What follows belongs to an exercise in optimizing a design on an open flow for a short achievable clock period and few clock cycles; a production flow would make more cautious choices. In this exercise RTL edits were held to simulation tests only and were not proved equivalent to the original. Power is estimated from default activity; no workload was simulated.

==> flow/design.v <==
`timescale 1ns / 1ps
module ks_add #(parameter W = 32, parameter L = 5) (
    input [W-1:0] A, B,
    input CI,
    output [W-1:0] S,
    output CO
    );
    wire [W-1:0] g [0:L];
    wire [W-1:0] p [0:L];
    wire [W-1:0] hp = A ^ B;
    assign g[0] = (A & B) | {{(W-1){1'b0}}, hp[0] & CI};
    assign p[0] = hp;
    genvar l, i;
    generate
        for (l = 0; l < L; l = l + 1) begin : row
            for (i = 0; i < W; i = i + 1) begin : col
                if (i >= (1 << l)) begin : comb
                    assign g[l+1][i] = g[l][i] | (p[l][i] & g[l][i - (1 << l)]);
                    assign p[l+1][i] = p[l][i] & p[l][i - (1 << l)];
                end else begin : pass
                    assign g[l+1][i] = g[l][i];
                    assign p[l+1][i] = p[l][i];
                end
            end
        end
    endgenerate
    wire [W:0] c = {g[L], CI};
    assign S = hp ^ c[W-1:0];
    assign CO = c[W];
endmodule
`timescale 1ns / 1ps
module BranchComp (
    output BrEq, BrLT,
    input [31:0] RD1, RD2,
    input BrUn
    );
    wire s_BrLT;
    assign s_BrLT = (RD1[31] > RD2[31]) ? 1 :
                    (RD1[30:0] < RD2[30:0]) ? 1 : 0;
    assign BrEq = (RD1 == RD2);
    assign BrLT = BrUn ? (RD1 < RD2) : s_BrLT;
endmodule
`timescale 1ns / 1ps
module ImmGen(
    input [2:0] ImmSel, 
    input [24:0] inst_Imm,  
    output [31:0] Imm
    );
    wire [31:0] I, B, U, J, S;
    assign I = {{20{inst_Imm[24]}}, inst_Imm[24-:12]};
    assign B = {{19{inst_Imm[24]}}, inst_Imm[24], inst_Imm[0], inst_Imm[23-:6], inst_Imm[4:1], 1'b0};
    assign U = {inst_Imm[24-:20], 12'b0};
    assign J = {{11{inst_Imm[24]}}, inst_Imm[24], inst_Imm[12-:8], inst_Imm[13], inst_Imm[23-:10], 1'b0};
    assign S = {{20{inst_Imm[24]}}, inst_Imm[24-:7], inst_Imm[4:0]};
    assign Imm = (ImmSel == 0) ? I :
                 (ImmSel == 1) ? B :
                 (ImmSel == 2) ? U :
                 (ImmSel == 3) ? J :
                 (ImmSel == 4) ? S : 0;
endmodule
`timescale 1ns / 1ps
module register_file (
    output [31:0] RD1, RD2,
    input [4:0] RR1, RR2, WR,
    input [31:0] WD,
    input RegWrite, clk, reset_p
    );
    reg [31:0] Register_file [1:31];
    reg [31:1] valid;
    wire [31:0] q [0:31];
    assign q[0] = 32'd0;
    genvar g;
    generate
        for (g = 1; g < 32; g = g + 1) begin : rd
            assign q[g] = Register_file[g] & {32{valid[g]}};
        end
    endgenerate
    assign RD1 = q[RR1];
    assign RD2 = q[RR2];
    always @(posedge clk) begin
        if (reset_p) valid <= 31'd0;
        else if (RegWrite && WR != 5'd0) valid[WR] <= 1'b1;
    end
    always @(posedge clk) begin
        if (RegWrite && WR != 5'd0) Register_file[WR] <= WD;
    end
endmodule
`timescale 1ns / 1ps
module control_unit (
    input [31:0] instruction,
    input BrEq, BrLT,
    output [3:0] ALUSel,
    output [2:0] ImmSel,  
    output [2:0] WordSizeSel,  
    output [1:0] WBSel, 
    output [1:0] PCSel,
    output BSel, MemRW, BrUn,
    output RegEn
    );
    wire I_cond, B_cond, U_cond, J_cond, S_cond, R_cond;
    wire [8:0] inst_opcode = {instruction[30], instruction[14:12], instruction[6:2]};
    assign I_cond = {inst_opcode[4:3], inst_opcode[1:0]} == 4'b0000;
    assign B_cond = inst_opcode[4:0] == 5'b11000;
    assign U_cond = {inst_opcode[4], inst_opcode[2:0]} == 4'b0101;
    assign J_cond = inst_opcode[4:0] == 5'b11011;
    assign S_cond = inst_opcode[4:0] == 5'b01000;
    assign R_cond = inst_opcode[4:0] == 5'b01100;
    assign ALUSel = inst_opcode[8:5];
    assign ImmSel = (I_cond == 1) ? 0 :
                    (B_cond == 1) ? 1 :
                    (U_cond == 1) ? 2 :
                    (J_cond == 1) ? 3 :
                    (S_cond == 1) ? 4 : 5;
    assign BSel = R_cond;
    assign MemRW = S_cond;
    assign RegEn = ~(S_cond | B_cond);  
    assign WBSel = J_cond ? 2 : ((inst_opcode[4:0] == 5'b00000) ? 0 : 1);
    assign WordSizeSel = inst_opcode[7:5];
    assign BrUn = inst_opcode[6];
    assign PCSel = (inst_opcode[4:0] == 5'b11001) ? 2 :
                   (((B_cond & BrEq & (inst_opcode[7:5] == 3'b000))  |
                     (B_cond & ~BrEq & (inst_opcode[7:5] == 3'b001)) |
                     (B_cond & BrLT & (inst_opcode[7:5] == 3'b100))  |
                     (B_cond & ~BrLT & (inst_opcode[7:5] == 3'b101)) |
                     (B_cond & BrLT & (inst_opcode[7:5] == 3'b110))  |
                     (B_cond & ~BrLT & (inst_opcode[7:5] == 3'b111)) | J_cond) ? 1 : 0);
endmodule
`timescale 1ns / 1ps
module riscV32I (
    input clk, reset_p,
    output [6:0] imem_addr,
    input [31:0] imem_data,
    output [31:0] dmem_addr,
    output [31:0] dmem_wdata,
    output dmem_we,
    input [31:0] dmem_rdata
    );
    function [31:0] cut;
        input [31:0] v;
        input [2:0] f3;
        begin
            case (f3[1:0])
                2'b00: cut = f3[2] ? {24'b0, v[7:0]} : {{24{v[7]}}, v[7:0]};
                2'b01: cut = f3[2] ? {16'b0, v[15:0]} : {{16{v[15]}}, v[15:0]};
                default: cut = v;
            endcase
        end
    endfunction
    reg [6:0]  pc;
    reg [127:0] bht;
    reg        u_valid, u_inc;
    reg [6:0]  u_pc;
    reg        xr_valid, xr_wen, xr_isL, xr_isS, xr_isB, xr_isJ, xr_isJR, x_kill;
    wire       x_valid = xr_valid & ~x_kill;
    wire       x_wen = xr_wen & ~x_kill;
    wire       x_isL = xr_isL & ~x_kill;
    wire       x_isS = xr_isS & ~x_kill;
    wire       x_isB = xr_isB & ~x_kill;
    wire       x_isJ = xr_isJ & ~x_kill;
    wire       x_isJR = xr_isJR & ~x_kill;
    reg [4:0]  x_rd;
    reg [2:0]  x_f3;
    reg [31:0] x_a, x_b, x_s;
    reg [31:0] x_link;
    reg [6:0]  x_pc1, x_btgt, x_pc;
    reg        x_pred, x_static;
    reg        x_o_add, x_o_sub, x_o_sll, x_o_slt, x_o_xor, x_o_sr, x_o_sra, x_o_or, x_o_and;
    reg        x_c_eq, x_c_ne, x_c_lts, x_c_ges, x_c_ltu, x_c_geu;
    reg        x_jr_a, x_jr_s;
    reg        x_la, x_lb, x_ls;
    reg        m_we, m_wen, m_isL;
    reg [4:0]  m_rd;
    reg [2:0]  m_f3;
    reg [31:0] m_addr, m_wdata, m_res;
    reg        w_wen;
    reg [4:0]  w_rd;
    reg [31:0] w_res;
    wire [31:0] m_ld = cut(dmem_rdata, m_f3);
    wire       x_redirect;
    wire [6:0] x_target;
    assign imem_addr = pc;
    wire [31:0] fi = imem_data;
    wire [4:0] f_op = fi[6:2];
    wire [2:0] f_f3 = fi[14:12];
    wire f_isB  = f_op == 5'b11000;
    wire f_isJ  = f_op == 5'b11011;
    wire f_isJR = f_op == 5'b11001;
    wire f_isS  = f_op == 5'b01000;
    wire f_isL  = f_op == 5'b00000;
    wire f_isR  = f_op == 5'b01100;
    wire f_isI  = (f_op[4:3] == 2'b00) && (f_op[1:0] == 2'b00);
    wire f_isU  = ~f_op[4] && (f_op[2:0] == 3'b101);
    wire [4:0] f_rs1 = fi[19:15];
    wire [4:0] f_rs2 = fi[24:20];
    wire [4:0] f_rd  = fi[11:7];
    wire f_wen = ~(f_isS | f_isB) & (f_rd != 5'd0);
    wire [31:0] f_imm =
        f_isI ? {{20{fi[31]}}, fi[31:20]} :
        f_isB ? {{19{fi[31]}}, fi[31], fi[7], fi[30:25], fi[11:8], 1'b0} :
        f_isU ? {fi[31:12], 12'b0} :
        f_isJ ? {{11{fi[31]}}, fi[31], fi[19:12], fi[20], fi[30:21], 1'b0} :
        f_isS ? {{20{fi[31]}}, fi[31:25], fi[11:7]} : 32'd0;
    wire [6:0] f_btgt = {fi[26:25], fi[11:8], 1'b0};
    wire [6:0] f_jtgt = {fi[26:21], 1'b0};
    wire f_never = (fi[14:13] == 2'b01);           
    wire f_static = ~f_never & (f_btgt <= pc);     
    wire f_flip = bht[pc] & ~bht_rst;
    wire f_pred = f_isB & ~f_never & (f_static ^ f_flip);
    wire [31:0] rf1, rf2;
    register_file REGFILE (.RD1(rf1), .RD2(rf2), .RR1(f_rs1), .RR2(f_rs2), .WR(w_rd),
        .WD(w_res), .RegWrite(w_wen), .clk(clk), .reset_p(reset_p));
    wire [31:0] f_v1 = (w_wen && w_rd == f_rs1) ? w_res : rf1;
    wire [31:0] f_v2 = (w_wen && w_rd == f_rs2) ? w_res : rf2;
    wire [3:0] f_sel = {fi[30], f_f3};
    wire f_o_add = f_sel == 4'b0000;
    wire f_o_sub = f_sel == 4'b1000;
    wire f_o_sll = f_sel == 4'b0001;
    wire f_o_slt = (f_sel == 4'b0010) | (f_sel == 4'b0011);
    wire f_o_xor = f_sel == 4'b0100;
    wire f_o_sr  = (f_sel == 4'b0101) | (f_sel == 4'b1101);
    wire f_o_sra = f_sel == 4'b1101;
    wire f_o_or  = f_sel == 4'b0110;
    wire f_o_and = f_sel == 4'b0111;
    wire f_jr_a = f_o_add | f_o_sub | f_o_sll | f_o_xor | f_o_sr | f_o_or;
    wire f_use1 = ~f_isJ;
    wire f_use2 = f_isR | f_isS | f_isB;
    wire f_lf1 = x_isL & x_wen & f_use1 & (x_rd == f_rs1);
    wire f_lf2 = x_isL & x_wen & f_use2 & (x_rd == f_rs2);
    wire f_simple = ~(f_isL | f_isS | f_isB | f_isJR) &
                    ~(f_o_sll | f_o_slt | f_o_sr);
    wire stall = (f_lf1 & ~f_simple) | (f_lf2 & ~((f_isR & f_simple) | f_isS));
    wire f_hit1_x = x_wen & (x_rd == f_rs1);
    wire f_hit1_m = m_wen & (m_rd == f_rs1);
    wire f_hit2_x = x_wen & (x_rd == f_rs2);
    wire f_hit2_m = m_wen & (m_rd == f_rs2);
    wire [7:0] f_link8 = {1'b0, pc} + 8'd1;
    always @(posedge clk or posedge reset_p) begin
        if (reset_p) pc <= 7'd0;
        else if (x_redirect) pc <= x_target;
        else if (stall) pc <= pc;
        else if (f_isJ) pc <= f_jtgt;
        else if (f_pred) pc <= f_btgt;
        else pc <= f_link8[6:0];
    end
    always @(posedge clk or posedge reset_p) begin
        if (reset_p) begin
            xr_valid <= 1'b0;
            xr_wen <= 1'b0;
            xr_isL <= 1'b0; xr_isS <= 1'b0; xr_isB <= 1'b0; xr_isJ <= 1'b0; xr_isJR <= 1'b0;
            x_kill <= 1'b0;
        end else begin
            xr_valid <= ~stall;
            xr_wen <= ~stall & f_wen;
            xr_isL <= ~stall & f_isL;
            xr_isS <= ~stall & f_isS;
            xr_isB <= ~stall & f_isB;
            xr_isJ <= ~stall & f_isJ;
            xr_isJR <= ~stall & f_isJR;
            x_kill <= x_redirect;
        end
    end
    always @(posedge clk) begin
        x_rd <= f_rd;
        x_f3 <= f_f3;
        x_link <= cut({24'b0, f_link8}, f_f3);
        x_pc1 <= f_link8[6:0];
        x_btgt <= f_btgt;
        x_pc <= pc;
        x_pred <= f_pred;
        x_static <= f_static;
        x_o_add <= f_o_add & ~f_isJ;
        x_o_sub <= f_o_sub & ~f_isJ;
        x_o_sll <= f_o_sll & ~f_isJ;
        x_o_slt <= f_o_slt & ~f_isJ;
        x_o_xor <= f_o_xor & ~f_isJ;
        x_o_sr  <= f_o_sr & ~f_isJ;
        x_o_sra <= f_o_sra;
        x_o_or  <= f_o_or & ~f_isJ;
        x_o_and <= f_o_and & ~f_isJ;
        x_c_eq  <= f_f3 == 3'b000;
        x_c_ne  <= f_f3 == 3'b001;
        x_c_lts <= f_f3 == 3'b100;
        x_c_ges <= f_f3 == 3'b101;
        x_c_ltu <= f_f3 == 3'b110;
        x_c_geu <= f_f3 == 3'b111;
        x_jr_a <= f_jr_a;
        x_la <= f_lf1;
        x_lb <= f_lf2 & f_isR;
        x_ls <= f_lf2;
        x_jr_s <= f_o_slt;
    end
    wire [31:0] xa = x_a;
    wire [31:0] xb = x_b;
    wire [31:0] xs = x_s;
    wire [31:0] add32, sub32;
    wire add_co, sub_co, alo_ge, blo_ge;
    ks_add #(32) ADD (.A(xa), .B(xb), .CI(1'b0), .S(add32), .CO(add_co));
    ks_add #(32) SUB (.A(xa), .B(~xb), .CI(1'b1), .S(sub32), .CO(sub_co));
    wire        big = |xb[31:5];
    wire [31:0] sll32 = xa << xb[4:0];
    wire [63:0] sr_in = {{32{x_o_sra & xa[31]}}, xa};
    wire [63:0] sr64 = sr_in >> xb[4:0];
    wire [31:0] sr32 = sr64[31:0];
    wire        fill = x_o_sra & xa[31];
    wire [30:0] alo_d, blo_d;
    ks_add #(31) ALT (.A(xa[30:0]), .B(~xb[30:0]), .CI(1'b1), .S(alo_d), .CO(alo_ge));
    wire        alo_lt = ~alo_ge;
    wire        slt = (xa[31] & ~xb[31]) | (~(xa[31] ^ xb[31]) & alo_lt);
    wire [31:0] lxor = xa ^ xb;
    wire [31:0] lor = xa | xb;
    wire [31:0] land = xa & xb;
    wire [31:0] alu_full =
        ({32{x_o_add}} & add32) |
        ({32{x_o_sub}} & sub32) |
        ({32{x_o_sll & ~big}} & sll32) |
        ({32{x_o_slt}} & {31'd0, slt}) |
        ({32{x_o_xor}} & lxor) |
        ({32{x_o_sr & ~big}} & sr32) |
        ({32{x_o_sr & big}} & {32{fill}}) |
        ({32{x_o_or}} & lor) |
        ({32{x_o_and}} & land);
    wire [7:0]  add8 = add32[7:0];
    wire [7:0]  sub8 = sub32[7:0];
    wire [15:0] sll16 = (|xb[31:4]) ? 16'd0 : sll32[15:0];
    wire [15:0] sr16 = big ? {16{fill}} : sr32[15:0];
    wire [31:0] x_res =
        ({32{x_o_add}} & {{24{add8[7]}}, add8}) |
        ({32{x_o_sub}} & {{24{sub8[7]}}, sub8}) |
        ({32{x_o_sll}} & {{16{sll16[15]}}, sll16}) |
        ({32{x_o_slt}} & {31'd0, slt}) |
        ({32{x_o_xor}} & {24'd0, lxor[7:0]}) |
        ({32{x_o_sr}} & {16'd0, sr16}) |
        ({32{x_o_or}} & lor) |
        ({32{x_o_and}} & land) |
        ({32{x_isJ}} & x_link);
    wire [31:0] la = x_la ? m_ld : xa;
    wire [31:0] lb = x_lb ? m_ld : xb;
    wire [7:0]  ladd8 = la[7:0] + lb[7:0];
    wire [7:0]  lsub8 = la[7:0] - lb[7:0];
    wire [31:0] l_res =
        ({32{x_o_add}} & {{24{ladd8[7]}}, ladd8}) |
        ({32{x_o_sub}} & {{24{lsub8[7]}}, lsub8}) |
        ({32{x_o_xor}} & {24'd0, la[7:0] ^ lb[7:0]}) |
        ({32{x_o_or}} & (la | lb)) |
        ({32{x_o_and}} & (la & lb));
    wire x_luse = x_la | x_lb;
    wire br_eq = xa == xs;
    ks_add #(31) BLT (.A(xa[30:0]), .B(~xs[30:0]), .CI(1'b1), .S(blo_d), .CO(blo_ge));
    wire blo_lt = ~blo_ge;
    wire br_lts = (xa[31] & ~xs[31]) | blo_lt;
    wire br_ltu = (~xa[31] & xs[31]) | (~(xa[31] ^ xs[31]) & blo_lt);
    wire taken = (x_c_eq & br_eq) | (x_c_ne & ~br_eq) |
                 (x_c_lts & br_lts) | (x_c_ges & ~br_lts) |
                 (x_c_ltu & br_ltu) | (x_c_geu & ~br_ltu);
    wire [6:0] jr_tgt = x_jr_a ? xa[6:0] : {6'd0, x_jr_s & xa[31]};
    wire [31:0] m_wb = m_isL ? m_ld : m_res;
    wire [31:0] x_out = x_luse ? l_res : x_res;
    wire [31:0] f_fw1 = f_hit1_x ? x_out : f_hit1_m ? m_wb : f_v1;
    wire [31:0] f_fw2 = f_hit2_x ? x_out : f_hit2_m ? m_wb : f_v2;
    always @(posedge clk) begin
        x_a <= f_fw1;
        x_b <= f_isR ? f_fw2 : f_imm;
        x_s <= f_fw2;
    end
    assign x_redirect = x_isJR | (x_isB & (taken ^ x_pred));
    assign x_target = x_isJR ? jr_tgt : (taken ? x_btgt : x_pc1);
    always @(posedge clk or posedge reset_p) begin
        if (reset_p) u_valid <= 1'b0;
        else u_valid <= x_isB & (x_f3[2:1] != 2'b01);
    end
    always @(posedge clk) begin
        u_inc <= taken ^ x_static;
        u_pc <= x_pc;
    end
    reg bht_rst;
    always @(posedge clk) bht_rst <= reset_p;
    always @(posedge clk) begin
        if (bht_rst) begin
            bht <= 128'd0;
        end else if (u_valid) begin
            bht[u_pc] <= u_inc;
        end
    end
    always @(posedge clk or posedge reset_p) begin
        if (reset_p) begin
            m_we <= 1'b0;
            m_wen <= 1'b0;
            m_isL <= 1'b0;
        end else begin
            m_we <= x_isS;
            m_wen <= x_wen;
            m_isL <= x_isL;
        end
    end
    always @(posedge clk) begin
        m_rd <= x_rd;
        m_f3 <= x_f3;
        m_addr <= alu_full;
        m_wdata <= x_ls ? m_ld : xs;
        m_res <= x_out;
    end
    assign dmem_addr = m_addr;
    assign dmem_wdata = m_wdata;
    assign dmem_we = m_we;
    always @(posedge clk or posedge reset_p) begin
        if (reset_p) w_wen <= 1'b0;
        else w_wen <= m_wen;
    end
    always @(posedge clk) begin
        w_rd <= m_rd;
        w_res <= m_wb;
    end
endmodule
==> flow/flow/run.sh <==
#!/bin/bash
set -euo pipefail
bash standard.sh SETUP_SLACK_MARGIN=7.2 finish > standard_flow.log 2>&1
==> flow/standard.sh <==
#!/bin/bash
# synth_recipe.tcl (not shown) runs the flow's synth.tcl, then flattens the netlist and writes it again
# the make line also repeats each setting of config.mk as NAME=value (left out here)
make -C /OpenROAD-flow-scripts/flow DESIGN_CONFIG=/design/flow/config.mk WORK_HOME=/design/flow/orfs CLKGATE_MAP_FILE= SYNTH_SCRIPT=/design/flow/synth_recipe.tcl "${@:-finish}"
==> flow/config.mk <==
export PLATFORM = sky130hd
export DESIGN_NAME = riscV32I
export DESIGN_NICKNAME = riscV32I
export VERILOG_FILES = /design/flow/design.v
export SDC_FILE = /design/flow/constraint.sdc
export NUM_CORES = 4
export LEC_CHECK = 0
export ABC_CLOCK_PERIOD_IN_PS = 1000
export CAP_MARGIN = 35
export CORE_MARGIN = 2
export CORE_UTILIZATION = 40
export PLACE_DENSITY = 0.5
export SLEW_MARGIN = 35
export TNS_END_PERCENT = 50
==> flow/constraint.sdc <==
create_clock -name core_clock -period 11.0 [get_ports {clk}]
set_input_delay 2.2000 -clock core_clock [delete_from_list [all_inputs] [get_ports {clk}]]
set_output_delay 2.2000 -clock core_clock [all_outputs]
set_load 0.01 [all_outputs]
==> flow_summary_export.csv <==
group,metric,value,unit
detailed_routing,drtIter0Drc,16690,
synthesis,syn_area,76870,sq um
clock_network,cts_tree,"built",
detailed_routing,ant_nets,0,
floorplanning,start_util,40.33,%
layout,seq_area,39560,sq um
outcome,status,"finished clean",
placement,dp.cells,10360,
floorplanning,io_pins,138,
clock_network,insertion_delay,0.92,ns
synthesis,synth-seq-area-share,51.17,%
sta,slew_violations,0,
detailed_routing,dr.pass1.iters,14,
synthesis,syn_avg_cell_area,9.449,sq um
sta,hold_viol,0,
placement,dp_hpwl,263.5,mm
layout,final_cell_mix,"nand3_1 (1935), edfxtp_1 (992), buf_4 (476)",
synthesis,syn-instance-count,8135,
detailed_routing,wl_per_cell,42.44,microns
placement,place_congestion,1.002,
synthesis,synth_seq_cells,1464,
floorplanning,fp-row-count,160,
critical_path,cp.required,11.77,ns
clock_network,clockRootBuffer,"clkbuf_16",
global_routing,grt_max_degree,82,
global_routing,track_usage,46.60,%
clock_network,clockBufferDepth,3,
run,drv_cap,0,
layout,mostFrequentLayoutCell,"nand3_1",
global_routing,gr-total-overflow,0,
clock_network,cts.sinks,1464,
layout,fill_cells,16910,
critical_path,cp_max_fo,5,
synthesis,synth_edf_count,992,
worst_hold_path,hp-class,"reg2reg",
layout,area_delta_synth_final,29.22,%
synthesis,synthFlopType,"edfxtp_1",
layout,final_cells,11310,
sta,rsz0062_at_grt,"true",
detailed_routing,via_per_inst,7.404,
layout,final_layout_size_suffix_gt1_share,22.43,%
floorplanning,die_w,442.4,microns
layout,nNetsFinal,8830,
synthesis,syn_nets,8379,
sta,finalCritPeriodShare,40.91,%
power,ir_worst_vdd,0.1843,mV
detailed_routing,drc_errors,0,
critical_path,crit_type,"in2reg",
floorplanning,dieArea,195700,sq um
detailed_routing,dr_total_vias,83720,
critical_path,crit_arrival,5.27,ns
clock_network,h-tree-depth,4,
critical_path,worstSetupStartpointType,"primary input",
critical_path,crit_path_end_kind,"register",
sta,worst_pin_slew,1.115,ns
placement,dpl_cell_area,82080,sq um
clock_network,cts_buffers,171,
synthesis,async_reset_ff_share,1.298,%
clock_network,clkTransAtPathRegs,0.06,ns
layout,final_cell_area,99330,sq um
global_routing,grt_pass1_wl,630.3,mm
power,p_leak,34.60,nW
floorplanning,die_height,442.4,microns
placement,io_buffers,135,
synthesis,yosys_warnings,4,
floorplanning,core,190600,sq um
power,power.density,153.1,nW/um^2
sta,slew_headroom,25.64,%
synthesis,yosysUniqueCellTypes,93,
layout,multi_input_area,37920,sq um
global_routing,antenna_found_initial,58,
sta,finalSetupTns,0,ns
detailed_routing,routed_wl,479.9,mm
sta,report.final.setup_viol,0,
sta,fmax,222.2,MHz
sta,finClkSkew,0.07656,ns
global_routing,grt_pass1_vias,74590,
sta,fin_crit,4.500,ns
[stage by stage]
step,util [%],power [mW],setup WS [ns],hold WS (ns)
global route,52.05,15.45,6.499,0.3063
CTS,50.24,14.89,6.522,0.3045
global placement,42.89,8.527,3.933,0.3123
finish,52.12,15.21,6.500,0.2938
floorplan,-,7.625,6.623,0.3096
detailed placement,43.07,8.549,3.952,0.3136
[Yosys cell counts (all sizes together), types with 93 or more instances]
cell type  number  area (sq um)
a21oi         473          2367
buf           111         499.2
clkbuf        594          2231
dfxtp         453          9069
edfxtp        992         29790
ha            173          2165
inv           213         799.5
mux2i          93         930.9
nand2         465          1753
nand3        1992          9970
nand4         427          2671
nor2          545          2046
nor4          124         775.7
o21ai         412          2062
[sequential cells by signal (all words and copies together), names as in the netlist, 3 cells and up]
signal,count
REGFILE.Register_file,992
bht,128
m_addr,32
m_res,32
m_wdata,32
w_res,32
x_a,32
x_b,32
x_s,32
REGFILE.valid,31
pc,7
u_pc,7
x_pc,7
x_pc1,6
m_rd,5
w_rd,5
x_rd,4
m_f3,3
x_btgt,3
x_f3,3
x_link,3
[power by group]
group | total (mW) | switching (mW) | internal (mW)
logic | 2.56 | 1.69 | 0.873
clock network | 6.21 | 2.64 | 3.58
registers | 6.43 | 0.288 | 6.14
total | 15.2 | 4.61 | 10.6
[worst paths after layout]
check	from	end	slack [ns]	cells past startpoint
max in group asynchronous	reset_p	pc[0]	8.76	4
min	x_f3[0]	m_f3[0]	0.29	0
min reg2reg	x_f3[0]	m_f3[0]	0.29	0
min in group asynchronous	reset_p	m_wen	1.84	3
max reg2reg	x_a[0]	x_a[0]	6.54	20
max	imem_data[24]	x_b[0]	6.50	13
[per-layer routing]
metal	track usage [%]	up-vias	part of all wire [%]
met2	63.93	8860	39
li1	-	31680	-
met1	53.60	39930	33
met3	24.43	3193	17
met4	37.40	50	11
met5	2.540	-	0.37
[critical path, cell delays in order]
cell and delay, ns:
buf_6 0.10, buf_12 0.13, buf_6 0.12, buf_4 0.12
buf_4 0.14, nor2b_1 0.16, nand2_1 0.56, o2111ai_1 0.26
or4_1 0.57, o21ai_2 0.22, a31oi_2 0.15, a222oi_1 0.41
o21ai_2 0.11
[logic make-up after synthesis]
logic type               synth area share (%)
XOR/XNOR                                1.094
buffers and inverters                   4.606
flip-flops                              51.17
AND/OR/NAND/NOR                         24.85
adder cells (fa/ha/maj)                 2.946
multiplexers                            3.784
AO/OA/AOI/OAI                           11.55
[repair_timing]
action,in CTS,in global routing
cloned,47,8
hold buffers,0,0
endpoints found under the hold margin,0,0
pin swaps,245,253
setup endpoints to repair,242,232
setup buffers,327,179
resized for setup,934,343
[layout make-up]
| class | count | share of cell area (%) |
|---|---|---|
| clock buffers | 220 | 4.710 |
| repair inverters | 2 | 0.01763 |
| clock inverters | 96 | 1.339 |
| repair buffers | 976 | 11.75 |
| flip-flops and latches | 1464 | 39.82 |
| inverters | 216 | 0.8502 |
| multi-input cells | 5755 | 38.18 |
| diodes | 67 | 0.1688 |
| well taps | 2511 | 3.163 |
Testbench counts, summed over its fixed seeds: cycles 83,618.

[re-timing with driven ports]
No port has a modelled driver above. Below, the same layout with a new extraction and two added sets of constraints.
Step 1 assumes that a clkbuf_16 drives the clock port and a buf_2 every other input.
Step 2 also shifts input and output timing later by t, the mid clock arrival at the registers, as if the neighbouring blocks saw the same clock.
a / b / c = ideal / step 1 / step 2; a / b = the first two.
shift t [ns]: 0.983
setup WS [ns]: 6.500 / 6.542 / 5.584
worst hold slack (ns): 0.294 / 0.294 / 0.294
worst setup path at the end: input to register
pins driven straight from the clock port: 1
After both steps this run still meets setup and hold. For this run, drivers alone change the setup slack by +0.042 ns; drivers and shift together by -0.916 ns.
